From an optimization exercise on the open Yosys and OpenROAD flow, aimed at small area and a short achievable clock period; shortcuts taken in it are not production practice.
Function was checked by simulation only, so behaviour that the tests miss may differ from the original.
Power and IR drop assume default switching activity.

==> flow/design.v (outline; a module is shown in full before it is edited, if it fits) <==
// module coeff_rom: 139 lines
// module mac_tree: 494 lines
// module polyphase_upsampler: 102 lines
// module output_conversion: 35 lines
// module out_stage: 41 lines
// module vol_mult: 159 lines
module output_conversion (
    input  wire        clk,
    input  wire        reset_n,
    input  wire signed [15:0] sample_L,
    input  wire               valid_L,
    input  wire signed [15:0] sample_R,
    input  wire               valid_R,
    input  wire [7:0]  volume,
    input  wire        mute,
    output wire signed [15:0] out_L,
    output wire signed [15:0] out_R,
    output reg               valid_out
);
  // ...
==> flow/run.sh <==
#!/bin/bash
# synth_recipe.tcl (not shown) runs the flow's synth.tcl, then flattens the netlist and writes it again
# the make line also repeats each setting of config.mk as NAME=value (left out here)
make -C /OpenROAD-flow-scripts/flow DESIGN_CONFIG=/design/flow/config.mk WORK_HOME=/design/flow/orfs CLKGATE_MAP_FILE= SYNTH_SCRIPT=/design/flow/synth_recipe.tcl finish
==> flow/config.mk <==
export PLATFORM = sky130hd
export DESIGN_NAME = output_conversion
export DESIGN_NICKNAME = output_conversion
export VERILOG_FILES = /design/flow/design.v
export SDC_FILE = /design/flow/constraint.sdc
export NUM_CORES = 4
export LEC_CHECK = 0
export CAP_MARGIN = 20
export CORE_MARGIN = 2
export CORE_UTILIZATION = 40
export SETUP_SLACK_MARGIN = 4.3
export SLEW_MARGIN = 20
==> flow/constraint.sdc <==
create_clock -name core_clock -period 8.0 [get_ports {clk}]
set_input_delay 1.6000 -clock core_clock [delete_from_list [all_inputs] [get_ports {clk}]]
set_output_delay 1.6000 -clock core_clock [all_outputs]
set_load 0.01 [all_outputs]
==> run summary, run 1 <==
* NonClk Buf Share at 0.0436
* Sequential share of cell area at 0.264
* Inverters excl. clock at 479
* Fin crit period at 4.68 ns
* First-pass GRT wire length at 218 mm
* Largest fanout on the critical path at 4
* PD cells at roughly 370 nW/µm²
* Status: finished clean
* Post-synth EDFFs at 256
* Worst setup path class: flop to flop
* Count of state elements after synthesis at 595
* Final setup fails at 0
* P_seq at around 4500 µW
* Die Footprint at between 100,000 and 150,000 µm²
* CTS tree: yes
* Fraction of layout instances using a drive strength above 1 at 0.166
* Final Core Density at 0.465
* CP Launch Point: up_left.out_sample[1]
* WL met2 at 61.5 mm
* Layout clock buffers at 88
* Routing usage on met2 at 0.342
* Cell family with most CP delay: compound AO/OA/AOI/OAI gates
* Gr ovfl total at 0
* Htree depth at 3
* DR vias at 38,800
* MaxCap Viol Count at 0
* Die H at 351 µm
* P_comb at approximately 13,000 µW
* Setup WS pre-CTS at around 2.0 ns
* First drt pass iteration count at 10
* Vias in the first global route at 38,400
* Slowest Stage Delay on Critical Path at 0.37 ns
* R2R setup slack at 3.32 ns
* Largest net degree at the start of global routing at 77
* Async SR Flop Fraction at 0
* Clock latency (worst-skew pair) at roughly 0.69 ns
* Area after DPL at 50,300 µm²
* Leakage at 0.0220 µW
* Sw frac at 0.418
* Clock root cell: clkbuf_16
==> module out_stage, before the edit <==
module out_stage (
    input  wire        clk,
    input  wire        reset_n,
    input  wire        load,
    input  wire        mute,
    input  wire [15:0] up,
    input  wire [7:0]  volume,
    output wire [15:0] out
);
    wire [17:0] up3 = {2'b00, up} + {1'b0, up, 1'b0};
    wire [23:0] vs, vc;
    vol_mult mul (.u1(up), .u3(up3), .v(volume), .s(vs), .c(vc));
    wire [8:0] low = {1'b0, vs[7:0]} + {1'b0, vc[7:0]};
    wire [4:0] b0 = {1'b0, vs[11:8]}  + {1'b0, vc[11:8]};
    wire [4:0] b1 = {1'b0, vs[15:12]} + {1'b0, vc[15:12]};
    wire [4:0] b2 = {1'b0, vs[19:16]} + {1'b0, vc[19:16]};
    wire [3:0] b3 = vs[23:20] + vc[23:20];
    reg [15:0] bsum;
    reg [2:0] bgen;
    reg cin;
    always @(posedge clk) begin
        if (!reset_n || (load && mute)) begin
            bsum <= 0;
            bgen <= 0;
            cin <= 0;
        end else if (load) begin
            bsum <= {b3, b2[3:0], b1[3:0], b0[3:0]};
            bgen <= {b2[4], b1[4], b0[4]};
            cin <= low[8];
        end
    end
    wire p0 = &bsum[3:0];
    wire p1 = &bsum[7:4];
    wire p2 = &bsum[11:8];
    wire c0 = cin;
    wire c1 = bgen[0] | (p0 & cin);
    wire c2 = bgen[1] | (p1 & bgen[0]) | (p1 & p0 & cin);
    wire c3 = bgen[2] | (p2 & bgen[1]) | (p2 & p1 & bgen[0]) | (p2 & p1 & p0 & cin);
    assign out = {bsum[15:12] + {3'd0, c3}, bsum[11:8] + {3'd0, c2},
                  bsum[7:4] + {3'd0, c1}, bsum[3:0] + {3'd0, c0}};
endmodule
==> module vol_mult, before the edit <==
module vol_mult (
    input wire [15:0] u1,
    input wire [17:0] u3,
    input wire [7:0] v,
    output wire [23:0] s,
    output wire [23:0] c
);
    wire v1, v2, v3, v4, v5, v6, v7, v8, v9, v10, v11, v12, v13, v14, v15, v16, v17, v18, v19, v20, v21, v22, v23, v24, v25, v26, v27, v28, v29, v30, v31, v32, v33, v34, v35, v36, v37, v38, v39, v40, v41, v42, v43, v44, v45, v46, v47, v48, v49, v50, v51, v52, v53, v54, v55, v56, v57, v58, v59, v60, v61, v62, v63, v64, v65, v66, v67, v68, v69, v70, v71, v72, v73, v74, v75, v76, v77, v78, v79, v80, v81, v82, v83, v84, v85, v86, v87, v88, v89, v90, v91, v92, v93, v94, v95, v96, v97, v98, v99, v100, v101, v102, v103, v104, v105, v106, v107, v108, v109, v110, v111, v112, v113, v114, v115, v116, v117, v118, v119, v120, v121, v122, v123, v124, v125, v126, v127, v128, v129, v130, v131, v132, v133, v134, v135, v136, v137, v138, v139, v140, v141, v142, v143, v144, v145, v146, v147, v148;
    assign v1 = ~v[1] & v[0];
    assign v2 = v[1] & ~v[0];
    assign v3 = v[1] & v[0];
    assign v4 = (v1 & u1[0]) | (v3 & u3[0]);
    assign v5 = (v1 & u1[1]) | (v2 & u1[0]) | (v3 & u3[1]);
    assign v6 = (v1 & u1[2]) | (v2 & u1[1]) | (v3 & u3[2]);
    assign v7 = (v1 & u1[3]) | (v2 & u1[2]) | (v3 & u3[3]);
    assign v8 = (v1 & u1[4]) | (v2 & u1[3]) | (v3 & u3[4]);
    assign v9 = (v1 & u1[5]) | (v2 & u1[4]) | (v3 & u3[5]);
    assign v10 = (v1 & u1[6]) | (v2 & u1[5]) | (v3 & u3[6]);
    assign v11 = (v1 & u1[7]) | (v2 & u1[6]) | (v3 & u3[7]);
    assign v12 = (v1 & u1[8]) | (v2 & u1[7]) | (v3 & u3[8]);
    assign v13 = (v1 & u1[9]) | (v2 & u1[8]) | (v3 & u3[9]);
    assign v14 = (v1 & u1[10]) | (v2 & u1[9]) | (v3 & u3[10]);
    assign v15 = (v1 & u1[11]) | (v2 & u1[10]) | (v3 & u3[11]);
    assign v16 = (v1 & u1[12]) | (v2 & u1[11]) | (v3 & u3[12]);
    assign v17 = (v1 & u1[13]) | (v2 & u1[12]) | (v3 & u3[13]);
    assign v18 = (v1 & u1[14]) | (v2 & u1[13]) | (v3 & u3[14]);
    assign v19 = (v1 & u1[15]) | (v2 & u1[14]) | (v3 & u3[15]);
    assign v20 = (v2 & u1[15]) | (v3 & u3[16]);
    assign v21 = (v3 & u3[17]);
    assign v22 = ~v[3] & v[2];
    assign v23 = v[3] & ~v[2];
    assign v24 = v[3] & v[2];
    assign v25 = (v22 & u1[0]) | (v24 & u3[0]);
    assign v26 = (v22 & u1[1]) | (v23 & u1[0]) | (v24 & u3[1]);
    assign v27 = (v22 & u1[2]) | (v23 & u1[1]) | (v24 & u3[2]);
    assign v28 = (v22 & u1[3]) | (v23 & u1[2]) | (v24 & u3[3]);
    assign v29 = (v22 & u1[4]) | (v23 & u1[3]) | (v24 & u3[4]);
    assign v30 = (v22 & u1[5]) | (v23 & u1[4]) | (v24 & u3[5]);
    assign v31 = (v22 & u1[6]) | (v23 & u1[5]) | (v24 & u3[6]);
    assign v32 = (v22 & u1[7]) | (v23 & u1[6]) | (v24 & u3[7]);
    assign v33 = (v22 & u1[8]) | (v23 & u1[7]) | (v24 & u3[8]);
    assign v34 = (v22 & u1[9]) | (v23 & u1[8]) | (v24 & u3[9]);
    assign v35 = (v22 & u1[10]) | (v23 & u1[9]) | (v24 & u3[10]);
    assign v36 = (v22 & u1[11]) | (v23 & u1[10]) | (v24 & u3[11]);
    assign v37 = (v22 & u1[12]) | (v23 & u1[11]) | (v24 & u3[12]);
    assign v38 = (v22 & u1[13]) | (v23 & u1[12]) | (v24 & u3[13]);
    assign v39 = (v22 & u1[14]) | (v23 & u1[13]) | (v24 & u3[14]);
    assign v40 = (v22 & u1[15]) | (v23 & u1[14]) | (v24 & u3[15]);
    assign v41 = (v23 & u1[15]) | (v24 & u3[16]);
    assign v42 = (v24 & u3[17]);
    assign v43 = ~v[5] & v[4];
    assign v44 = v[5] & ~v[4];
    assign v45 = v[5] & v[4];
    assign v46 = (v43 & u1[0]) | (v45 & u3[0]);
    assign v47 = (v43 & u1[1]) | (v44 & u1[0]) | (v45 & u3[1]);
    assign v48 = (v43 & u1[2]) | (v44 & u1[1]) | (v45 & u3[2]);
    assign v49 = (v43 & u1[3]) | (v44 & u1[2]) | (v45 & u3[3]);
    assign v50 = (v43 & u1[4]) | (v44 & u1[3]) | (v45 & u3[4]);
    assign v51 = (v43 & u1[5]) | (v44 & u1[4]) | (v45 & u3[5]);
    assign v52 = (v43 & u1[6]) | (v44 & u1[5]) | (v45 & u3[6]);
    assign v53 = (v43 & u1[7]) | (v44 & u1[6]) | (v45 & u3[7]);
    assign v54 = (v43 & u1[8]) | (v44 & u1[7]) | (v45 & u3[8]);
    assign v55 = (v43 & u1[9]) | (v44 & u1[8]) | (v45 & u3[9]);
    assign v56 = (v43 & u1[10]) | (v44 & u1[9]) | (v45 & u3[10]);
    assign v57 = (v43 & u1[11]) | (v44 & u1[10]) | (v45 & u3[11]);
    assign v58 = (v43 & u1[12]) | (v44 & u1[11]) | (v45 & u3[12]);
    assign v59 = (v43 & u1[13]) | (v44 & u1[12]) | (v45 & u3[13]);
    assign v60 = (v43 & u1[14]) | (v44 & u1[13]) | (v45 & u3[14]);
    assign v61 = (v43 & u1[15]) | (v44 & u1[14]) | (v45 & u3[15]);
    assign v62 = (v44 & u1[15]) | (v45 & u3[16]);
    assign v63 = (v45 & u3[17]);
    assign v64 = ~v[7] & v[6];
    assign v65 = v[7] & ~v[6];
    assign v66 = v[7] & v[6];
    assign v67 = (v64 & u1[0]) | (v66 & u3[0]);
    assign v68 = (v64 & u1[1]) | (v65 & u1[0]) | (v66 & u3[1]);
    assign v69 = (v64 & u1[2]) | (v65 & u1[1]) | (v66 & u3[2]);
    assign v70 = (v64 & u1[3]) | (v65 & u1[2]) | (v66 & u3[3]);
    assign v71 = (v64 & u1[4]) | (v65 & u1[3]) | (v66 & u3[4]);
    assign v72 = (v64 & u1[5]) | (v65 & u1[4]) | (v66 & u3[5]);
    assign v73 = (v64 & u1[6]) | (v65 & u1[5]) | (v66 & u3[6]);
    assign v74 = (v64 & u1[7]) | (v65 & u1[6]) | (v66 & u3[7]);
    assign v75 = (v64 & u1[8]) | (v65 & u1[7]) | (v66 & u3[8]);
    assign v76 = (v64 & u1[9]) | (v65 & u1[8]) | (v66 & u3[9]);
    assign v77 = (v64 & u1[10]) | (v65 & u1[9]) | (v66 & u3[10]);
    assign v78 = (v64 & u1[11]) | (v65 & u1[10]) | (v66 & u3[11]);
    assign v79 = (v64 & u1[12]) | (v65 & u1[11]) | (v66 & u3[12]);
    assign v80 = (v64 & u1[13]) | (v65 & u1[12]) | (v66 & u3[13]);
    assign v81 = (v64 & u1[14]) | (v65 & u1[13]) | (v66 & u3[14]);
    assign v82 = (v64 & u1[15]) | (v65 & u1[14]) | (v66 & u3[15]);
    assign v83 = (v65 & u1[15]) | (v66 & u3[16]);
    assign v84 = (v66 & u3[17]);
    assign v85 = v10 ^ v29;
    assign v86 = v10 & v29;
    assign v87 = v11 ^ v30 ^ v49;
    assign v88 = (v11 & v30) | (v11 & v49) | (v30 & v49);
    assign v89 = v12 ^ v31 ^ v50;
    assign v90 = (v12 & v31) | (v12 & v50) | (v31 & v50);
    assign v91 = v13 ^ v32 ^ v51;
    assign v92 = (v13 & v32) | (v13 & v51) | (v32 & v51);
    assign v93 = v14 ^ v33 ^ v52;
    assign v94 = (v14 & v33) | (v14 & v52) | (v33 & v52);
    assign v95 = v15 ^ v34 ^ v53;
    assign v96 = (v15 & v34) | (v15 & v53) | (v34 & v53);
    assign v97 = v16 ^ v35 ^ v54;
    assign v98 = (v16 & v35) | (v16 & v54) | (v35 & v54);
    assign v99 = v17 ^ v36 ^ v55;
    assign v100 = (v17 & v36) | (v17 & v55) | (v36 & v55);
    assign v101 = v18 ^ v37 ^ v56;
    assign v102 = (v18 & v37) | (v18 & v56) | (v37 & v56);
    assign v103 = v19 ^ v38 ^ v57;
    assign v104 = (v19 & v38) | (v19 & v57) | (v38 & v57);
    assign v105 = v20 ^ v39 ^ v58;
    assign v106 = (v20 & v39) | (v20 & v58) | (v39 & v58);
    assign v107 = v21 ^ v40 ^ v59;
    assign v108 = (v21 & v40) | (v21 & v59) | (v40 & v59);
    assign v109 = v41 ^ v60;
    assign v110 = v41 & v60;
    assign v111 = v42 ^ v61;
    assign v112 = v42 & v61;
    assign v113 = v8 ^ v27;
    assign v114 = v8 & v27;
    assign v115 = v9 ^ v28 ^ v47;
    assign v116 = (v9 & v28) | (v9 & v47) | (v28 & v47);
    assign v117 = v85 ^ v48 ^ v67;
    assign v118 = (v85 & v48) | (v85 & v67) | (v48 & v67);
    assign v119 = v86 ^ v87 ^ v68;
    assign v120 = (v86 & v87) | (v86 & v68) | (v87 & v68);
    assign v121 = v88 ^ v89 ^ v69;
    assign v122 = (v88 & v89) | (v88 & v69) | (v89 & v69);
    assign v123 = v90 ^ v91 ^ v70;
    assign v124 = (v90 & v91) | (v90 & v70) | (v91 & v70);
    assign v125 = v92 ^ v93 ^ v71;
    assign v126 = (v92 & v93) | (v92 & v71) | (v93 & v71);
    assign v127 = v94 ^ v95 ^ v72;
    assign v128 = (v94 & v95) | (v94 & v72) | (v95 & v72);
    assign v129 = v96 ^ v97 ^ v73;
    assign v130 = (v96 & v97) | (v96 & v73) | (v97 & v73);
    assign v131 = v98 ^ v99 ^ v74;
    assign v132 = (v98 & v99) | (v98 & v74) | (v99 & v74);
    assign v133 = v100 ^ v101 ^ v75;
    assign v134 = (v100 & v101) | (v100 & v75) | (v101 & v75);
    assign v135 = v102 ^ v103 ^ v76;
    assign v136 = (v102 & v103) | (v102 & v76) | (v103 & v76);
    assign v137 = v104 ^ v105 ^ v77;
    assign v138 = (v104 & v105) | (v104 & v77) | (v105 & v77);
    assign v139 = v106 ^ v107 ^ v78;
    assign v140 = (v106 & v107) | (v106 & v78) | (v107 & v78);
    assign v141 = v108 ^ v109 ^ v79;
    assign v142 = (v108 & v109) | (v108 & v79) | (v109 & v79);
    assign v143 = v110 ^ v111 ^ v80;
    assign v144 = (v110 & v111) | (v110 & v80) | (v111 & v80);
    assign v145 = v112 ^ v62 ^ v81;
    assign v146 = (v112 & v62) | (v112 & v81) | (v62 & v81);
    assign v147 = v63 ^ v82;
    assign v148 = v63 & v82;
    assign s = {v84, v148, v146, v144, v142, v140, v138, v136, v134, v132, v130, v128, v126, v124, v122, v120, v118, v116, v114, v113, v7, v6, v5, v4};
    assign c = {1'b0, v83, v147, v145, v143, v141, v139, v137, v135, v133, v131, v129, v127, v125, v123, v121, v119, v117, v115, v46, v26, v25, 1'b0, 1'b0};
endmodule
==> run 2, diff against run 1 <==
--- a/flow/design.v
+++ b/flow/design.v
@@ -777,9 +777,8 @@
     input  wire [7:0]  volume,
     output wire [15:0] out
 );
-    wire [17:0] up3 = {2'b00, up} + {1'b0, up, 1'b0};
     wire [23:0] vs, vc;
-    vol_mult mul (.u1(up), .u3(up3), .v(volume), .s(vs), .c(vc));
+    vol_mult mul (.u(up), .v(volume), .s(vs), .c(vc));
     wire [8:0] low = {1'b0, vs[7:0]} + {1'b0, vc[7:0]};
     wire [4:0] b0 = {1'b0, vs[11:8]}  + {1'b0, vc[11:8]};
     wire [4:0] b1 = {1'b0, vs[15:12]} + {1'b0, vc[15:12]};
@@ -810,161 +809,223 @@
                   bsum[7:4] + {3'd0, c1}, bsum[3:0] + {3'd0, c0}};
 endmodule
 module vol_mult (
-    input wire [15:0] u1,
-    input wire [17:0] u3,
+    input wire [15:0] u,
     input wire [7:0] v,
     output wire [23:0] s,
     output wire [23:0] c
 );
-    wire v1, v2, v3, v4, v5, v6, v7, v8, v9, v10, v11, v12, v13, v14, v15, v16, v17, v18, v19, v20, v21, v22, v23, v24, v25, v26, v27, v28, v29, v30, v31, v32, v33, v34, v35, v36, v37, v38, v39, v40, v41, v42, v43, v44, v45, v46, v47, v48, v49, v50, v51, v52, v53, v54, v55, v56, v57, v58, v59, v60, v61, v62, v63, v64, v65, v66, v67, v68, v69, v70, v71, v72, v73, v74, v75, v76, v77, v78, v79, v80, v81, v82, v83, v84, v85, v86, v87, v88, v89, v90, v91, v92, v93, v94, v95, v96, v97, v98, v99, v100, v101, v102, v103, v104, v105, v106, v107, v108, v109, v110, v111, v112, v113, v114, v115, v116, v117, v118, v119, v120, v121, v122, v123, v124, v125, v126, v127, v128, v129, v130, v131, v132, v133, v134, v135, v136, v137, v138, v139, v140, v141, v142, v143, v144, v145, v146, v147, v148;
-    assign v1 = ~v[1] & v[0];
+    wire v1, v2, v3, v4, v5, v6, v7, v8, v9, v10, v11, v12, v13, v14, v15, v16, v17, v18, v19, v20, v21, v22, v23, v24, v25, v26, v27, v28, v29, v30, v31, v32, v33, v34, v35, v36, v37, v38, v39, v40, v41, v42, v43, v44, v45, v46, v47, v48, v49, v50, v51, v52, v53, v54, v55, v56, v57, v58, v59, v60, v61, v62, v63, v64, v65, v66, v67, v68, v69, v70, v71, v72, v73, v74, v75, v76, v77, v78, v79, v80, v81, v82, v83, v84, v85, v86, v87, v88, v89, v90, v91, v92, v93, v94, v95, v96, v97, v98, v99, v100, v101, v102, v103, v104, v105, v106, v107, v108, v109, v110, v111, v112, v113, v114, v115, v116, v117, v118, v119, v120, v121, v122, v123, v124, v125, v126, v127, v128, v129, v130, v131, v132, v133, v134, v135, v136, v137, v138, v139, v140, v141, v142, v143, v144, v145, v146, v147, v148, v149, v150, v151, v152, v153, v154, v155, v156, v157, v158, v159, v160, v161, v162, v163, v164, v165, v166, v167, v168, v169, v170, v171, v172, v173, v174, v175, v176, v177, v178, v179, v180, v181, v182, v183, v184, v185, v186, v187, v188, v189, v190, v191, v192, v193, v194, v195, v196, v197, v198, v199, v200, v201, v202, v203, v204, v205, v206, v207, v208, v209, v210, v211;
+    assign v1 = v[0];
     assign v2 = v[1] & ~v[0];
-    assign v3 = v[1] & v[0];
-    assign v4 = (v1 & u1[0]) | (v3 & u3[0]);
-    assign v5 = (v1 & u1[1]) | (v2 & u1[0]) | (v3 & u3[1]);
-    assign v6 = (v1 & u1[2]) | (v2 & u1[1]) | (v3 & u3[2]);
-    assign v7 = (v1 & u1[3]) | (v2 & u1[2]) | (v3 & u3[3]);
-    assign v8 = (v1 & u1[4]) | (v2 & u1[3]) | (v3 & u3[4]);
-    assign v9 = (v1 & u1[5]) | (v2 & u1[4]) | (v3 & u3[5]);
-    assign v10 = (v1 & u1[6]) | (v2 & u1[5]) | (v3 & u3[6]);
-    assign v11 = (v1 & u1[7]) | (v2 & u1[6]) | (v3 & u3[7]);
-    assign v12 = (v1 & u1[8]) | (v2 & u1[7]) | (v3 & u3[8]);
-    assign v13 = (v1 & u1[9]) | (v2 & u1[8]) | (v3 & u3[9]);
-    assign v14 = (v1 & u1[10]) | (v2 & u1[9]) | (v3 & u3[10]);
-    assign v15 = (v1 & u1[11]) | (v2 & u1[10]) | (v3 & u3[11]);
-    assign v16 = (v1 & u1[12]) | (v2 & u1[11]) | (v3 & u3[12]);
-    assign v17 = (v1 & u1[13]) | (v2 & u1[12]) | (v3 & u3[13]);
-    assign v18 = (v1 & u1[14]) | (v2 & u1[13]) | (v3 & u3[14]);
-    assign v19 = (v1 & u1[15]) | (v2 & u1[14]) | (v3 & u3[15]);
-    assign v20 = (v2 & u1[15]) | (v3 & u3[16]);
-    assign v21 = (v3 & u3[17]);
-    assign v22 = ~v[3] & v[2];
-    assign v23 = v[3] & ~v[2];
-    assign v24 = v[3] & v[2];
-    assign v25 = (v22 & u1[0]) | (v24 & u3[0]);
-    assign v26 = (v22 & u1[1]) | (v23 & u1[0]) | (v24 & u3[1]);
-    assign v27 = (v22 & u1[2]) | (v23 & u1[1]) | (v24 & u3[2]);
-    assign v28 = (v22 & u1[3]) | (v23 & u1[2]) | (v24 & u3[3]);
-    assign v29 = (v22 & u1[4]) | (v23 & u1[3]) | (v24 & u3[4]);
-    assign v30 = (v22 & u1[5]) | (v23 & u1[4]) | (v24 & u3[5]);
-    assign v31 = (v22 & u1[6]) | (v23 & u1[5]) | (v24 & u3[6]);
-    assign v32 = (v22 & u1[7]) | (v23 & u1[6]) | (v24 & u3[7]);
-    assign v33 = (v22 & u1[8]) | (v23 & u1[7]) | (v24 & u3[8]);
-    assign v34 = (v22 & u1[9]) | (v23 & u1[8]) | (v24 & u3[9]);
-    assign v35 = (v22 & u1[10]) | (v23 & u1[9]) | (v24 & u3[10]);
-    assign v36 = (v22 & u1[11]) | (v23 & u1[10]) | (v24 & u3[11]);
-    assign v37 = (v22 & u1[12]) | (v23 & u1[11]) | (v24 & u3[12]);
-    assign v38 = (v22 & u1[13]) | (v23 & u1[12]) | (v24 & u3[13]);
-    assign v39 = (v22 & u1[14]) | (v23 & u1[13]) | (v24 & u3[14]);
-    assign v40 = (v22 & u1[15]) | (v23 & u1[14]) | (v24 & u3[15]);
-    assign v41 = (v23 & u1[15]) | (v24 & u3[16]);
-    assign v42 = (v24 & u3[17]);
-    assign v43 = ~v[5] & v[4];
-    assign v44 = v[5] & ~v[4];
-    assign v45 = v[5] & v[4];
-    assign v46 = (v43 & u1[0]) | (v45 & u3[0]);
-    assign v47 = (v43 & u1[1]) | (v44 & u1[0]) | (v45 & u3[1]);
-    assign v48 = (v43 & u1[2]) | (v44 & u1[1]) | (v45 & u3[2]);
-    assign v49 = (v43 & u1[3]) | (v44 & u1[2]) | (v45 & u3[3]);
-    assign v50 = (v43 & u1[4]) | (v44 & u1[3]) | (v45 & u3[4]);
-    assign v51 = (v43 & u1[5]) | (v44 & u1[4]) | (v45 & u3[5]);
-    assign v52 = (v43 & u1[6]) | (v44 & u1[5]) | (v45 & u3[6]);
-    assign v53 = (v43 & u1[7]) | (v44 & u1[6]) | (v45 & u3[7]);
-    assign v54 = (v43 & u1[8]) | (v44 & u1[7]) | (v45 & u3[8]);
-    assign v55 = (v43 & u1[9]) | (v44 & u1[8]) | (v45 & u3[9]);
-    assign v56 = (v43 & u1[10]) | (v44 & u1[9]) | (v45 & u3[10]);
-    assign v57 = (v43 & u1[11]) | (v44 & u1[10]) | (v45 & u3[11]);
-    assign v58 = (v43 & u1[12]) | (v44 & u1[11]) | (v45 & u3[12]);
-    assign v59 = (v43 & u1[13]) | (v44 & u1[12]) | (v45 & u3[13]);
-    assign v60 = (v43 & u1[14]) | (v44 & u1[13]) | (v45 & u3[14]);
-    assign v61 = (v43 & u1[15]) | (v44 & u1[14]) | (v45 & u3[15]);
-    assign v62 = (v44 & u1[15]) | (v45 & u3[16]);
-    assign v63 = (v45 & u3[17]);
-    assign v64 = ~v[7] & v[6];
-    assign v65 = v[7] & ~v[6];
-    assign v66 = v[7] & v[6];
-    assign v67 = (v64 & u1[0]) | (v66 & u3[0]);
-    assign v68 = (v64 & u1[1]) | (v65 & u1[0]) | (v66 & u3[1]);
-    assign v69 = (v64 & u1[2]) | (v65 & u1[1]) | (v66 & u3[2]);
-    assign v70 = (v64 & u1[3]) | (v65 & u1[2]) | (v66 & u3[3]);
-    assign v71 = (v64 & u1[4]) | (v65 & u1[3]) | (v66 & u3[4]);
-    assign v72 = (v64 & u1[5]) | (v65 & u1[4]) | (v66 & u3[5]);
-    assign v73 = (v64 & u1[6]) | (v65 & u1[5]) | (v66 & u3[6]);
-    assign v74 = (v64 & u1[7]) | (v65 & u1[6]) | (v66 & u3[7]);
-    assign v75 = (v64 & u1[8]) | (v65 & u1[7]) | (v66 & u3[8]);
-    assign v76 = (v64 & u1[9]) | (v65 & u1[8]) | (v66 & u3[9]);
-    assign v77 = (v64 & u1[10]) | (v65 & u1[9]) | (v66 & u3[10]);
-    assign v78 = (v64 & u1[11]) | (v65 & u1[10]) | (v66 & u3[11]);
-    assign v79 = (v64 & u1[12]) | (v65 & u1[11]) | (v66 & u3[12]);
-    assign v80 = (v64 & u1[13]) | (v65 & u1[12]) | (v66 & u3[13]);
-    assign v81 = (v64 & u1[14]) | (v65 & u1[13]) | (v66 & u3[14]);
-    assign v82 = (v64 & u1[15]) | (v65 & u1[14]) | (v66 & u3[15]);
-    assign v83 = (v65 & u1[15]) | (v66 & u3[16]);
-    assign v84 = (v66 & u3[17]);
-    assign v85 = v10 ^ v29;
-    assign v86 = v10 & v29;
-    assign v87 = v11 ^ v30 ^ v49;
-    assign v88 = (v11 & v30) | (v11 & v49) | (v30 & v49);
-    assign v89 = v12 ^ v31 ^ v50;
-    assign v90 = (v12 & v31) | (v12 & v50) | (v31 & v50);
-    assign v91 = v13 ^ v32 ^ v51;
-    assign v92 = (v13 & v32) | (v13 & v51) | (v32 & v51);
-    assign v93 = v14 ^ v33 ^ v52;
-    assign v94 = (v14 & v33) | (v14 & v52) | (v33 & v52);
-    assign v95 = v15 ^ v34 ^ v53;
-    assign v96 = (v15 & v34) | (v15 & v53) | (v34 & v53);
-    assign v97 = v16 ^ v35 ^ v54;
-    assign v98 = (v16 & v35) | (v16 & v54) | (v35 & v54);
-    assign v99 = v17 ^ v36 ^ v55;
-    assign v100 = (v17 & v36) | (v17 & v55) | (v36 & v55);
-    assign v101 = v18 ^ v37 ^ v56;
-    assign v102 = (v18 & v37) | (v18 & v56) | (v37 & v56);
-    assign v103 = v19 ^ v38 ^ v57;
-    assign v104 = (v19 & v38) | (v19 & v57) | (v38 & v57);
-    assign v105 = v20 ^ v39 ^ v58;
-    assign v106 = (v20 & v39) | (v20 & v58) | (v39 & v58);
-    assign v107 = v21 ^ v40 ^ v59;
-    assign v108 = (v21 & v40) | (v21 & v59) | (v40 & v59);
-    assign v109 = v41 ^ v60;
-    assign v110 = v41 & v60;
-    assign v111 = v42 ^ v61;
-    assign v112 = v42 & v61;
-    assign v113 = v8 ^ v27;
-    assign v114 = v8 & v27;
-    assign v115 = v9 ^ v28 ^ v47;
-    assign v116 = (v9 & v28) | (v9 & v47) | (v28 & v47);
-    assign v117 = v85 ^ v48 ^ v67;
-    assign v118 = (v85 & v48) | (v85 & v67) | (v48 & v67);
-    assign v119 = v86 ^ v87 ^ v68;
-    assign v120 = (v86 & v87) | (v86 & v68) | (v87 & v68);
-    assign v121 = v88 ^ v89 ^ v69;
-    assign v122 = (v88 & v89) | (v88 & v69) | (v89 & v69);
-    assign v123 = v90 ^ v91 ^ v70;
-    assign v124 = (v90 & v91) | (v90 & v70) | (v91 & v70);
-    assign v125 = v92 ^ v93 ^ v71;
-    assign v126 = (v92 & v93) | (v92 & v71) | (v93 & v71);
-    assign v127 = v94 ^ v95 ^ v72;
-    assign v128 = (v94 & v95) | (v94 & v72) | (v95 & v72);
-    assign v129 = v96 ^ v97 ^ v73;
-    assign v130 = (v96 & v97) | (v96 & v73) | (v97 & v73);
-    assign v131 = v98 ^ v99 ^ v74;
-    assign v132 = (v98 & v99) | (v98 & v74) | (v99 & v74);
-    assign v133 = v100 ^ v101 ^ v75;
-    assign v134 = (v100 & v101) | (v100 & v75) | (v101 & v75);
-    assign v135 = v102 ^ v103 ^ v76;
-    assign v136 = (v102 & v103) | (v102 & v76) | (v103 & v76);
-    assign v137 = v104 ^ v105 ^ v77;
-    assign v138 = (v104 & v105) | (v104 & v77) | (v105 & v77);
-    assign v139 = v106 ^ v107 ^ v78;
-    assign v140 = (v106 & v107) | (v106 & v78) | (v107 & v78);
-    assign v141 = v108 ^ v109 ^ v79;
-    assign v142 = (v108 & v109) | (v108 & v79) | (v109 & v79);
-    assign v143 = v110 ^ v111 ^ v80;
-    assign v144 = (v110 & v111) | (v110 & v80) | (v111 & v80);
-    assign v145 = v112 ^ v62 ^ v81;
-    assign v146 = (v112 & v62) | (v112 & v81) | (v62 & v81);
-    assign v147 = v63 ^ v82;
-    assign v148 = v63 & v82;
-    assign s = {v84, v148, v146, v144, v142, v140, v138, v136, v134, v132, v130, v128, v126, v124, v122, v120, v118, v116, v114, v113, v7, v6, v5, v4};
-    assign c = {1'b0, v83, v147, v145, v143, v141, v139, v137, v135, v133, v131, v129, v127, v125, v123, v121, v119, v117, v115, v46, v26, v25, 1'b0, 1'b0};
+    assign v3 = (v1 & u[0]) ^ v[1];
+    assign v4 = ((v1 & u[1]) | (v2 & u[0])) ^ v[1];
+    assign v5 = ((v1 & u[2]) | (v2 & u[1])) ^ v[1];
+    assign v6 = ((v1 & u[3]) | (v2 & u[2])) ^ v[1];
+    assign v7 = ((v1 & u[4]) | (v2 & u[3])) ^ v[1];
+    assign v8 = ((v1 & u[5]) | (v2 & u[4])) ^ v[1];
+    assign v9 = ((v1 & u[6]) | (v2 & u[5])) ^ v[1];
+    assign v10 = ((v1 & u[7]) | (v2 & u[6])) ^ v[1];
+    assign v11 = ((v1 & u[8]) | (v2 & u[7])) ^ v[1];
+    assign v12 = ((v1 & u[9]) | (v2 & u[8])) ^ v[1];
+    assign v13 = ((v1 & u[10]) | (v2 & u[9])) ^ v[1];
+    assign v14 = ((v1 & u[11]) | (v2 & u[10])) ^ v[1];
+    assign v15 = ((v1 & u[12]) | (v2 & u[11])) ^ v[1];
+    assign v16 = ((v1 & u[13]) | (v2 & u[12])) ^ v[1];
+    assign v17 = ((v1 & u[14]) | (v2 & u[13])) ^ v[1];
+    assign v18 = ((v1 & u[15]) | (v2 & u[14])) ^ v[1];
+    assign v19 = ((v1 & 1'b0) | (v2 & u[15])) ^ v[1];
+    assign v20 = ~(((v1 & 1'b0) | (v2 & 1'b0)) ^ v[1]);
+    assign v21 = v[2] ^ v[1];
+    assign v22 = (v[3] & ~v[2] & ~v[1]) | (~v[3] & v[2] & v[1]);
+    assign v23 = (v21 & u[0]) ^ v[3];
+    assign v24 = ((v21 & u[1]) | (v22 & u[0])) ^ v[3];
+    assign v25 = ((v21 & u[2]) | (v22 & u[1])) ^ v[3];
+    assign v26 = ((v21 & u[3]) | (v22 & u[2])) ^ v[3];
+    assign v27 = ((v21 & u[4]) | (v22 & u[3])) ^ v[3];
+    assign v28 = ((v21 & u[5]) | (v22 & u[4])) ^ v[3];
+    assign v29 = ((v21 & u[6]) | (v22 & u[5])) ^ v[3];
+    assign v30 = ((v21 & u[7]) | (v22 & u[6])) ^ v[3];
+    assign v31 = ((v21 & u[8]) | (v22 & u[7])) ^ v[3];
+    assign v32 = ((v21 & u[9]) | (v22 & u[8])) ^ v[3];
+    assign v33 = ((v21 & u[10]) | (v22 & u[9])) ^ v[3];
+    assign v34 = ((v21 & u[11]) | (v22 & u[10])) ^ v[3];
+    assign v35 = ((v21 & u[12]) | (v22 & u[11])) ^ v[3];
+    assign v36 = ((v21 & u[13]) | (v22 & u[12])) ^ v[3];
+    assign v37 = ((v21 & u[14]) | (v22 & u[13])) ^ v[3];
+    assign v38 = ((v21 & u[15]) | (v22 & u[14])) ^ v[3];
+    assign v39 = ((v21 & 1'b0) | (v22 & u[15])) ^ v[3];
+    assign v40 = ~(((v21 & 1'b0) | (v22 & 1'b0)) ^ v[3]);
+    assign v41 = v[4] ^ v[3];
+    assign v42 = (v[5] & ~v[4] & ~v[3]) | (~v[5] & v[4] & v[3]);
+    assign v43 = (v41 & u[0]) ^ v[5];
+    assign v44 = ((v41 & u[1]) | (v42 & u[0])) ^ v[5];
+    assign v45 = ((v41 & u[2]) | (v42 & u[1])) ^ v[5];
+    assign v46 = ((v41 & u[3]) | (v42 & u[2])) ^ v[5];
+    assign v47 = ((v41 & u[4]) | (v42 & u[3])) ^ v[5];
+    assign v48 = ((v41 & u[5]) | (v42 & u[4])) ^ v[5];
+    assign v49 = ((v41 & u[6]) | (v42 & u[5])) ^ v[5];
+    assign v50 = ((v41 & u[7]) | (v42 & u[6])) ^ v[5];
+    assign v51 = ((v41 & u[8]) | (v42 & u[7])) ^ v[5];
+    assign v52 = ((v41 & u[9]) | (v42 & u[8])) ^ v[5];
+    assign v53 = ((v41 & u[10]) | (v42 & u[9])) ^ v[5];
+    assign v54 = ((v41 & u[11]) | (v42 & u[10])) ^ v[5];
+    assign v55 = ((v41 & u[12]) | (v42 & u[11])) ^ v[5];
+    assign v56 = ((v41 & u[13]) | (v42 & u[12])) ^ v[5];
+    assign v57 = ((v41 & u[14]) | (v42 & u[13])) ^ v[5];
+    assign v58 = ((v41 & u[15]) | (v42 & u[14])) ^ v[5];
+    assign v59 = ((v41 & 1'b0) | (v42 & u[15])) ^ v[5];
+    assign v60 = ~(((v41 & 1'b0) | (v42 & 1'b0)) ^ v[5]);
+    assign v61 = v[6] ^ v[5];
+    assign v62 = (v[7] & ~v[6] & ~v[5]) | (~v[7] & v[6] & v[5]);
+    assign v63 = (v61 & u[0]) ^ v[7];
+    assign v64 = ((v61 & u[1]) | (v62 & u[0])) ^ v[7];
+    assign v65 = ((v61 & u[2]) | (v62 & u[1])) ^ v[7];
+    assign v66 = ((v61 & u[3]) | (v62 & u[2])) ^ v[7];
+    assign v67 = ((v61 & u[4]) | (v62 & u[3])) ^ v[7];
+    assign v68 = ((v61 & u[5]) | (v62 & u[4])) ^ v[7];
+    assign v69 = ((v61 & u[6]) | (v62 & u[5])) ^ v[7];
+    assign v70 = ((v61 & u[7]) | (v62 & u[6])) ^ v[7];
+    assign v71 = ((v61 & u[8]) | (v62 & u[7])) ^ v[7];
+    assign v72 = ((v61 & u[9]) | (v62 & u[8])) ^ v[7];
+    assign v73 = ((v61 & u[10]) | (v62 & u[9])) ^ v[7];
+    assign v74 = ((v61 & u[11]) | (v62 & u[10])) ^ v[7];
+    assign v75 = ((v61 & u[12]) | (v62 & u[11])) ^ v[7];
+    assign v76 = ((v61 & u[13]) | (v62 & u[12])) ^ v[7];
+    assign v77 = ((v61 & u[14]) | (v62 & u[13])) ^ v[7];
+    assign v78 = ((v61 & u[15]) | (v62 & u[14])) ^ v[7];
+    assign v79 = ((v61 & 1'b0) | (v62 & u[15])) ^ v[7];
+    assign v80 = ~(((v61 & 1'b0) | (v62 & 1'b0)) ^ v[7]);
+    assign v81 = v[7] & u[0];
+    assign v82 = v[7] & u[1];
+    assign v83 = v[7] & u[2];
+    assign v84 = v[7] & u[3];
+    assign v85 = v[7] & u[4];
+    assign v86 = v[7] & u[5];
+    assign v87 = v[7] & u[6];
+    assign v88 = v[7] & u[7];
+    assign v89 = v[7] & u[8];
+    assign v90 = v[7] & u[9];
+    assign v91 = v[7] & u[10];
+    assign v92 = v[7] & u[11];
+    assign v93 = v[7] & u[12];
+    assign v94 = v[7] & u[13];
+    assign v95 = v[7] & u[14];
+    assign v96 = v[7] & u[15];
+    assign v97 = v9 ^ v27;
+    assign v98 = v9 & v27;
+    assign v99 = v10 ^ v28;
+    assign v100 = v10 & v28;
+    assign v101 = v11 ^ v29 ^ v47;
+    assign v102 = (v11 & v29) | (v11 & v47) | (v29 & v47);
+    assign v103 = v12 ^ v30 ^ v48;
+    assign v104 = (v12 & v30) | (v12 & v48) | (v30 & v48);
+    assign v105 = v13 ^ v31 ^ v49;
+    assign v106 = (v13 & v31) | (v13 & v49) | (v31 & v49);
+    assign v107 = v14 ^ v32 ^ v50;
+    assign v108 = (v14 & v32) | (v14 & v50) | (v32 & v50);
+    assign v109 = v15 ^ v33 ^ v51;
+    assign v110 = (v15 & v33) | (v15 & v51) | (v33 & v51);
+    assign v111 = v16 ^ v34 ^ v52;
+    assign v112 = (v16 & v34) | (v16 & v52) | (v34 & v52);
+    assign v113 = v17 ^ v35 ^ v53;
+    assign v114 = (v17 & v35) | (v17 & v53) | (v35 & v53);
+    assign v115 = v18 ^ v36 ^ v54;
+    assign v116 = (v18 & v36) | (v18 & v54) | (v36 & v54);
+    assign v117 = v19 ^ v37 ^ v55;
+    assign v118 = (v19 & v37) | (v19 & v55) | (v37 & v55);
+    assign v119 = v20 ^ v38 ^ v56;
+    assign v120 = (v20 & v38) | (v20 & v56) | (v38 & v56);
+    assign v121 = v74 ^ v90;
+    assign v122 = v74 & v90;
+    assign v123 = v39 ^ v57 ^ v75;
+    assign v124 = (v39 & v57) | (v39 & v75) | (v57 & v75);
+    assign v125 = ~v91;
+    assign v126 = v40 ^ v58 ^ v76;
+    assign v127 = (v40 & v58) | (v40 & v76) | (v58 & v76);
+    assign v128 = v59 ^ v77;
+    assign v129 = v59 & v77;
+    assign v130 = v7 ^ v25;
+    assign v131 = v7 & v25;
+    assign v132 = v8 ^ v26;
+    assign v133 = v8 & v26;
+    assign v134 = v97 ^ v45 ^ v63;
+    assign v135 = (v97 & v45) | (v97 & v63) | (v45 & v63);
+    assign v136 = v98 ^ v99 ^ v46;
+    assign v137 = (v98 & v99) | (v98 & v46) | (v99 & v46);
+    assign v138 = v100 ^ v101 ^ v65;
+    assign v139 = (v100 & v101) | (v100 & v65) | (v101 & v65);
+    assign v140 = v102 ^ v103 ^ v66;
+    assign v141 = (v102 & v103) | (v102 & v66) | (v103 & v66);
+    assign v142 = v104 ^ v105 ^ v67;
+    assign v143 = (v104 & v105) | (v104 & v67) | (v105 & v67);
+    assign v144 = v106 ^ v107 ^ v68;
+    assign v145 = (v106 & v107) | (v106 & v68) | (v107 & v68);
+    assign v146 = v108 ^ v109 ^ v69;
+    assign v147 = (v108 & v109) | (v108 & v69) | (v109 & v69);
+    assign v148 = v110 ^ v111 ^ v70;
+    assign v149 = (v110 & v111) | (v110 & v70) | (v111 & v70);
+    assign v150 = v112 ^ v113 ^ v71;
+    assign v151 = (v112 & v113) | (v112 & v71) | (v113 & v71);
+    assign v152 = v114 ^ v115 ^ v72;
+    assign v153 = (v114 & v115) | (v114 & v72) | (v115 & v72);
+    assign v154 = v116 ^ v117 ^ v73;
+    assign v155 = (v116 & v117) | (v116 & v73) | (v117 & v73);
+    assign v156 = v118 ^ v119 ^ v121;
+    assign v157 = (v118 & v119) | (v118 & v121) | (v119 & v121);
+    assign v158 = v120 ^ v122 ^ v123;
+    assign v159 = (v120 & v122) | (v120 & v123) | (v122 & v123);
+    assign v160 = v124 ^ v91 ^ v126;
+    assign v161 = (v124 & v91) | (v124 & v126) | (v91 & v126);
+    assign v162 = v127 ^ v128 ^ v93;
+    assign v163 = (v127 & v128) | (v127 & v93) | (v128 & v93);
+    assign v164 = v129 ^ v60 ^ v78;
+    assign v165 = (v129 & v60) | (v129 & v78) | (v60 & v78);
+    assign v166 = v79 ^ v95;
+    assign v167 = v79 & v95;
+    assign v168 = v5 ^ v23;
+    assign v169 = v5 & v23;
+    assign v170 = v6 ^ v24;
+    assign v171 = v6 & v24;
+    assign v172 = v130 ^ v43 ^ v[5];
+    assign v173 = (v130 & v43) | (v130 & v[5]) | (v43 & v[5]);
+    assign v174 = v131 ^ v132 ^ v44;
+    assign v175 = (v131 & v132) | (v131 & v44) | (v132 & v44);
+    assign v176 = v133 ^ v134 ^ v[7];
+    assign v177 = (v133 & v134) | (v133 & v[7]) | (v134 & v[7]);
+    assign v178 = v135 ^ v136 ^ v64;
+    assign v179 = (v135 & v136) | (v135 & v64) | (v136 & v64);
+    assign v180 = v137 ^ v138 ^ v81;
+    assign v181 = (v137 & v138) | (v137 & v81) | (v138 & v81);
+    assign v182 = v139 ^ v140 ^ v82;
+    assign v183 = (v139 & v140) | (v139 & v82) | (v140 & v82);
+    assign v184 = v141 ^ v142 ^ v83;
+    assign v185 = (v141 & v142) | (v141 & v83) | (v142 & v83);
+    assign v186 = v143 ^ v144 ^ v84;
+    assign v187 = (v143 & v144) | (v143 & v84) | (v144 & v84);
+    assign v188 = v145 ^ v146 ^ v85;
+    assign v189 = (v145 & v146) | (v145 & v85) | (v146 & v85);
+    assign v190 = v147 ^ v148 ^ v86;
+    assign v191 = (v147 & v148) | (v147 & v86) | (v148 & v86);
+    assign v192 = v149 ^ v150 ^ v87;
+    assign v193 = (v149 & v150) | (v149 & v87) | (v150 & v87);
+    assign v194 = v151 ^ v152 ^ v88;
+    assign v195 = (v151 & v152) | (v151 & v88) | (v152 & v88);
+    assign v196 = v153 ^ v154 ^ v89;
+    assign v197 = (v153 & v154) | (v153 & v89) | (v154 & v89);
+    assign v198 = ~(v155 ^ v156);
+    assign v199 = v155 | v156;
+    assign v200 = v157 ^ v158 ^ v125;
+    assign v201 = (v157 & v158) | (v157 & v125) | (v158 & v125);
+    assign v202 = v159 ^ v160 ^ v92;
+    assign v203 = (v159 & v160) | (v159 & v92) | (v160 & v92);
+    assign v204 = ~(v161 ^ v162);
+    assign v205 = v161 | v162;
+    assign v206 = v163 ^ v164 ^ v94;
+    assign v207 = (v163 & v164) | (v163 & v94) | (v164 & v94);
+    assign v208 = ~(v165 ^ v166);
+    assign v209 = v165 | v166;
+    assign v210 = v167 ^ v80 ^ v96;
+    assign v211 = (v167 & v80) | (v167 & v96) | (v80 & v96);
+    assign s = {v209, v207, v205, v203, v201, v199, v197, v195, v193, v191, v189, v187, v185, v183, v181, v179, v177, v175, v173, v171, v169, v168, v4, v3};
+    assign c = {v210, v208, v206, v204, v202, v200, v198, v196, v194, v192, v190, v188, v186, v184, v182, v180, v178, v176, v174, v172, v170, v[3], 1'b0, v[1]};
 endmodule
--- a/flow/config.mk
+++ b/flow/config.mk
@@ -8,5 +8,5 @@
 export CAP_MARGIN = 20
 export CORE_MARGIN = 2
 export CORE_UTILIZATION = 40
-export SETUP_SLACK_MARGIN = 4.3
+export SETUP_SLACK_MARGIN = 4.2
 export SLEW_MARGIN = 20
==> run 2 against run 1 <==
- clock power decreased by 8.4%
- power down 12%
- global-route usage grew 1.5 points
- highest routed layer is now met5
- die area is 6.3% higher
- still clean on timing, DRC and antenna
- worst hold slack hardly changed
- non-clock buffer count grew 37
==> run summary, run 2 <==
* Status: finished clean (unchanged)
* Clock Sinks at 595 (unchanged)
* Drt drc at 0 (unchanged)
* Die X at 362 µm (was 351 µm)
* Setup Skew at 0.0626 ns (was 0.0393 ns)
* Most frequent cells in the layout: inv_1, nand2_1, nor2_1 (was inv_1, nand2_1, fa_1)
* Main synth FF type: dfxtp_1 (unchanged)
* Largest fanout on the critical path at 8 (was 4)
* Gr ovfl total at 0 (unchanged)
* Cell taking the most area after synthesis: edfxtp_1 (unchanged)
* Count of state elements after synthesis at 595 (unchanged)
* Area Growth Syn to Fin at 15.0% (was 15.3%)
* RSZ-0062 raised after global routing: true (unchanged)
* Leakage at 0.0227 µW (was 0.0220 µW)
* Largest net degree at the start of global routing at 70 (was 77)
* Async SR Flop Fraction at 0 (unchanged)
* Most common cell after layout, fill and taps aside: inv_1 (unchanged)
* DR vias at 43,000 (was 38,800)
* Arr. time, crit path at 5.22 ns (was 5.20 ns)
* Core Area at 128,000 µm² (was 120,000 µm²)
* PD cells at 305 nW/µm² (was 369 nW/µm²)
* Sequential share of the synthesized area at 0.282 (was 0.300)
* Yosys top cell area share at 0.150 (was 0.159)
* WL final at 157 mm (was 137 mm)
* Min-delay worst type: flop to flop (unchanged)
* Clock Pin Slew Worst Setup and Hold Paths at 0.06 ns (was 0.05 ns)
* Count leader, synth: inv_1 (unchanged)
* Syn Inst Count at 5,609 (was 5,168)
* Htree depth at 3 (unchanged)
* Fin crit period at 4.69 ns (was 4.68 ns)
* DP Wirelength at 102 mm (was 90.5 mm)
* Mapped Area at 51,400 µm² (was 48,300 µm²)
* Mapped Avg Cell Area at 9.16 µm² (was 9.34 µm²)
* Ant. Diodes at 0 (unchanged)
* Synth top cells by count: inv_1, nand2_1, nor2_1 (was inv_1, nand2_1, clkbuf_1)
* Syn Nets at 6,288 (was 5,837)
* Initial Util at 0.403 (about the same)
* Cts hold-fix bufs at 0 (unchanged)
* Tot GR Track Use at 0.234 (was 0.219)
* Worst setup path class: primary input to flop (was flop to flop)
* WL per Instance at 21.9 µm (was 20.3 µm)
* Final-report hold violation count at 0 (unchanged)
* Final setup fails at 0 (unchanged)
* Sum Neg Setup Slack at 0 ns (unchanged)
* Crit start category: primary input (was flop)
* First drt pass iteration count at 7 (was 10)
* Fraction of layout instances using a drive strength above 1 at 0.154 (was 0.166)
* Via density at 5.98 (was 5.75)
* Die Footprint at 131,000 µm² (was 124,000 µm²)
* Synth top area cells: edfxtp_1, fa_1, dfxtp_1, ha_1, xnor2_1 (was edfxtp_1, fa_1, dfxtp_1, ha_1, a22oi_1)
* CTS tree: yes (unchanged)
* Slew Limit Fails at 0 (unchanged)
* MaxCap Viol Count at 0 (unchanged)
* Yosys cell types at 99 (was 80)
* Clock root cell: clkbuf_16 (unchanged)
* Die H at 362 µm (was 351 µm)
* Critical Path Sink Type: flop (unchanged)
* Worst slew pin tran at 1.13 ns (was 1.12 ns)
* Final Cycle Share at 0.586 (was 0.584)
* I/O pin count at 78 (unchanged)
* Post-route ant nets at 0 (unchanged)
* Biggest regs: up_left.sample_buf: 128 flops, up_right.sample_buf: 128 flops (unchanged)
* Post-synth EDFFs at 256 (unchanged)
* I/O Buffers at 77 (unchanged)
* FMAX at 0.213 GHz (was 0.214 GHz)
* Peak VDD IR at 0.239 mV (was 0.348 mV)
* Slew HR at 0.244 (was 0.251)
* Clock latency (worst-skew pair) at 0.72 ns (was 0.69 ns)
* Vias in the first global route at 42,300 (was 38,400)
* R2R setup slack at 3.71 ns (was 3.32 ns)
* Clock buffers created by TritonCTS at 73 (was 74)
* Clock tree buffer depth at 3 (unchanged)
* Starting DRT DRC Count at 4,701 (was 4,303)
* Synth Warn # at 4 (unchanged)
* Initial antenna violation count at 3 (was 0)
* Nets at 6,152 (was 5,754)
* Std cell rows at 131 (was 127)
* Final Core Density at 0.463 (was 0.465)
* RePlAce Congestion at 0.986 (was 0.931)
* First-pass GRT wire length at 246 mm (was 218 mm)
* Worst EP required at 8.53 ns (was 8.52 ns)
==> run 2: metrics by stage <==
| stage | hold WS, ns | worst slack, ns | total power, µW | cells | cell area, µm² |
|---|---|---|---|---|---|
| floorplan | 0.428 | 3.07 | 11900 | 5609 | 52600 |
| global route | 0.480 | 3.19 | 19900 | 7185 | 59100 |
| detailed placement | 0.443 | 1.46 | 14000 | 6916 | 53400 |
| CTS | 0.459 | 3.38 | 17700 | 7157 | 58100 |
| global placement | 0.442 | 1.59 | 13800 | 6916 | 53400 |
| finish | 0.459 | 3.31 | 18000 | 7185 | 59100 |
==> run 2: timing repair <==
item,CTS,global route
cloned,18,5
hold endpoints to repair,0,0
pin swaps,72,83
setup endpoints to repair,133,115
resized for setup,381,198
setup buffers,98,23
==> run 2: logic make-up (layout without fill, tap and decap cells) <==
| group | Yosys count | count (layout) | share of synthesized area |
|---|---|---|---|
| muxes | 146 | 146 | 0.0454 |
| and+or+nand+nor | 1323 | 1331 | 0.120 |
| DFF | 595 | 595 | 0.282 |
| AOI/OAI and AO/OA | 1486 | 1486 | 0.196 |
| adders and majority gates | 658 | 658 | 0.214 |
| buffers and inverters | 1025 | 931 | 0.0787 |
| xor gates and xnor gates | 376 | 376 | 0.0641 |
==> run 2: layout make-up <==
| cell class | count | area [µm²] |
|---|---|---|
| clock inverter | 32 | 420 |
| fill | 12000 | 68500 |
| inverter | 502 | 1950 |
| timing repair inverter | 1 | 7.51 |
| tap | 1662 | 2080 |
| multi-input combinational | 3997 | 34700 |
| clock buffer | 93 | 1950 |
| timing repair buffer | 303 | 3340 |
| sequential | 595 | 14600 |
==> run 2: layer usage <==
layer	wire length (µm)	vias to the layer above	global-route usage
met5	24	-	0
met4	7020	4	0.0958
met3	13400	528	0.0421
met2	70100	2128	0.367
met1	66700	20900	0.318
li1	-	19400	-
==> run 2: final timing paths <==
check                                             from  cells after the start                      to
worst max-delay path                         volume[1]                     18            st_R.bsum[6]
worst min-delay path            up_left.phase_accum[0]                      1  up_left.phase_accum[0]
worst max register to register   up_left.out_sample[6]                     15            st_L.bsum[3]
worst min register to register  up_left.phase_accum[0]                      1  up_left.phase_accum[0]
==> run 2: critical path, cell delays in order <==
cell and delay (ns):
buf_16 0.12, buf_16 0.13, buf_12 0.14, nor2_4 0.21, clkbuf_16 0.21, a211oi_2 0.05
nor2_1 0.13, a221oi_2 0.06, fa_1 0.59, inv_2 0.05, fa_1 0.55, fa_1 0.44
buf_4 0.16, fa_2 0.37, nor2b_2 0.14, nor3_1 0.07, a21oi_1 0.15, nor2_1 0.05
==> run 2: where the power goes <==
group | leakage (µW) | total, µW | internal (µW) | switching (µW)
Combinational | 0.0162 | 10100 | 4760 | 5350
Clock | 0.00113 | 3280 | 1860 | 1420
Sequential | 0.00544 | 4660 | 3790 | 866

static timing again, ports no longer ideal:
No port has a modelled driver above. Below, the same layouts with a new extraction and two added sets of constraints.
Step 1 assumes that a clkbuf_16 drives the clock port and a buf_2 every other input.
Step 2 moves the port delays by t, midway between the first and last clock arrival at a register: inputs arrive t later, outputs are due t later. That takes back most of the time a late clock gives input paths.
Three values: no drivers, after step 1, after step 2; two values: the first two.
run | t, ns | slack for setup (ns) | worst setup path after step 2 | worst register clock-pin slew, ns | worst data-port slew with drivers (ns)
run 1 | 0.741 | 3.325 / 3.325 / 2.722 | input to register | 0.07 / 0.07 | 0.07
run 2 | 0.756 | 3.315 / 3.281 / 2.525 | input to register | 0.07 / 0.07 | 0.23
After both steps every run listed still meets setup and hold. For run 2, which loses most, drivers alone change the setup slack by -0.034 ns; drivers and shift together by -0.790 ns.
